From an optimization exercise on the open Yosys and OpenROAD flow, aimed at small area, a short achievable clock period and few clock cycles; shortcuts taken in it are not production practice.
Power is estimated from default activity; no workload was simulated.

== run a ==
==> module finder, before the edit <==
module finder(clk,rst_n,wr,din,find,dfind,full,is,location);
	input clk;
	input rst_n;
	input wr;
	input [7:0] din;
	input find;
	input [7:0] dfind;
	output reg full;
	output reg is;
	output [5:0] location;
	reg [7:0] mem [0:62];
	reg [5:0] pointer;
	always @(posedge clk or negedge rst_n)
		if (!rst_n) begin
			pointer <= 6'd0;
			full <= 1'b0;
		end else if (wr) begin
			if (pointer != 6'd63) begin
				pointer <= pointer + 6'd1;
				full <= 1'b0;
			end else begin
				pointer <= 6'd0;
				full <= 1'b1;
			end
		end
	genvar i;
	generate
		for (i = 0; i < 63; i = i + 1) begin : g_mem
			always @(posedge clk)
				if (wr && pointer == i)
					mem[i] <= din;
		end
	endgenerate
	wire [5:0] p = location;	 
	wire [63:0] m;
	generate
		for (i = 0; i < 63; i = i + 1) begin : g_cmp
			eq8 u_eq (.a(mem[i]), .b(dfind), .y(m[i]));
		end
	endgenerate
	assign m[63] = 1'b0;
	wire [31:0] hs;
	generate
		for (i = 0; i < 32; i = i + 1) begin : g_h
			assign hs[i] = (m[i] & ~p[5] & (p[4:0] <= i)) |
			               (m[32 + i] & p[5] & (p[4:0] <= i));
		end
	endgenerate
	function [5:0] first32(input [31:0] v);
		reg [4:0] idx;
		integer k;
		begin
			idx = 5'd0;
			for (k = 31; k >= 0; k = k - 1)
				if (v[k]) idx = k;
			first32 = {|v, idx};
		end
	endfunction
	wire [5:0] c_h = first32(hs);
	wire [5:0] c_l = first32(m[31:0]);
	wire [5:0] c_u = first32(m[63:32]);
	reg n_h, s_l, s_u, loc5;
	reg [4:0] i_h, i_l, i_u;
	always @(posedge clk or negedge rst_n)
		if (!rst_n) begin
			is <= 1'b0;
			n_h <= 1'b0;
			s_l <= 1'b0;
			s_u <= 1'b0;
			loc5 <= 1'b0;
			i_h <= 5'd0;
			i_l <= 5'd0;
			i_u <= 5'd0;
		end else if (find) begin
			is <= c_l[5] | c_u[5];
			n_h <= ~c_h[5];
			s_l <= ~c_h[5] & (p[5] ? c_l[5] : ~c_u[5]);
			s_u <= ~c_h[5] & (p[5] ? ~c_l[5] : c_u[5]);
			loc5 <= c_h[5] ? p[5] : (p[5] ? ~c_l[5] : c_u[5]);
			i_h <= c_h[4:0];
			i_l <= c_l[4:0];
			i_u <= c_u[4:0];
		end
	assign location = {loc5, ({5{~n_h}} & i_h) | ({5{s_l}} & i_l) | ({5{s_u}} & i_u)};
endmodule
Settings: LEC_CHECK=0, CAP_MARGIN=20, CORE_MARGIN=2, CORE_UTILIZATION=40, CTS_BUF_LIST=sky130_fd_sc_hd__clkbuf_8, CTS_CLUSTER_DIAMETER=60, CTS_CLUSTER_SIZE=18, SETUP_SLACK_MARGIN=4.5, SLEW_MARGIN=20, SYNTH_HIERARCHICAL=1; clock period 8.0 ns.
run.sh (not shown) runs the stock make flow with config.mk's settings and CLKGATE_MAP_FILE= SYNTH_SCRIPT=/design/flow/synth_recipe.tcl, a recipe that flattens the netlist after the stock synthesis.
Run a: no failed stages, no open violations at the end
Changes in run b relative to run a:
--- a/flow/design.v
+++ b/flow/design.v
@@ -25,14 +25,16 @@
 		end
 	genvar i;
 	generate
 		for (i = 0; i < 63; i = i + 1) begin : g_mem
+			wire we;
+			and2 u_we (.a(wr), .b(pointer == i), .y(we));
 			always @(posedge clk)
-				if (wr && pointer == i)
+				if (we)
 					mem[i] <= din;
 		end
 	endgenerate
-	wire [5:0] p = location;	 
+	wire [5:0] p;	 
 	wire [63:0] m;
 	generate
 		for (i = 0; i < 63; i = i + 1) begin : g_cmp
 			eq8 u_eq (.a(mem[i]), .b(dfind), .y(m[i]));
@@ -80,12 +82,25 @@
 			i_h <= c_h[4:0];
 			i_l <= c_l[4:0];
 			i_u <= c_u[4:0];
 		end
-	assign location = {loc5, ({5{~n_h}} & i_h) | ({5{s_l}} & i_l) | ({5{s_u}} & i_u)};
+	sel3 u_loc (.n_h(n_h), .s_l(s_l), .s_u(s_u), .t(loc5), .a(i_h), .b(i_l), .c(i_u), .y(location));
+	sel3 u_p (.n_h(n_h), .s_l(s_l), .s_u(s_u), .t(loc5), .a(i_h), .b(i_l), .c(i_u), .y(p));
 endmodule
 module eq8(a, b, y);
 	input [7:0] a;
 	input [7:0] b;
 	output y;
 	assign y = (a == b);
 endmodule
+module and2(a, b, y);
+	input a;
+	input b;
+	output y;
+	assign y = a & b;
+endmodule
+module sel3(n_h, s_l, s_u, t, a, b, c, y);
+	input n_h, s_l, s_u, t;
+	input [4:0] a, b, c;
+	output [5:0] y;
+	assign y = {t, ({5{~n_h}} & a) | ({5{s_l}} & b) | ({5{s_u}} & c)};
+endmodule
Notes after the runs:
| share of the clock period used by the worst path after layout | run b vs run a | 1.1 points lower |
The share of final-layout standard cells stronger than drive strength 1 reported for run b is smaller than that of run a by 5.0 points.
Synthesized area ended up 1.9% higher on run b than on run a.
When run b is set beside run a, its fraction of standard cell area that is sequential turns out to be 0.30 points smaller.
Summary — proportion of cell area spent on the clock network, run b relative to run a: lower, by 0.16 points.
Proportion of synthesized chip area in sequential cells is higher on run a
Routed wire length of run b exceeds that of run a by a few percent.
Re synthesized-area fraction occupied by ao, oa, aoi and oai cells: run b is 0.18 points down on run a.
Relative to run a, proportion of power drawn by the clock network has decreased by 1.0 points in run b.
In terms of post-synthesis share of cell area spent on full adders, half adders and majority gates, run a and run b differ only marginally.
The maximum number of pins on one net before global-route repair reported for run b is greater than that of run a by about 16%.
From run a to run b the numbers moved as follows: detail-routed via count per cell went up by about 1.1%; total die area went up by about 2%; design area went up by about 0.53%.
Function was not checked in any run of this note: the RTL went through the layout flow alone.

-- what the ideal ports hide --
In the flow no input, the clock included, has a driving cell. The finished layouts below were timed again as built, in two steps. Step 1 assumes that a clkbuf_16 drives the clock port and a buf_2 every other input. Step 2 moves the port delays by t, midway between the first and last clock arrival at a register: inputs arrive t later, outputs are due t later. That takes back most of the time a late clock gives input paths. Slacks: ideal / step 1 / step 2; pairs: ideal / step 1.
| run | shift t [ns] | setup WS [ns] | clock arrival spread, ns | worst slew at a driven data input, ns | cell pins on the clock port's net |
|---|---|---|---|---|---|
| run a | 0.719 | 4.372 / 4.317 / 3.624 | 0.039 / 0.040 | 0.28 | 1 |
| run b | 0.706 | 4.458 / 4.347 / 3.641 | 0.035 / 0.034 | 0.22 | 1 |
After both steps every run listed still meets setup and hold. For run b, which loses most, drivers alone change the setup slack by -0.111 ns; drivers and shift together by -0.817 ns.
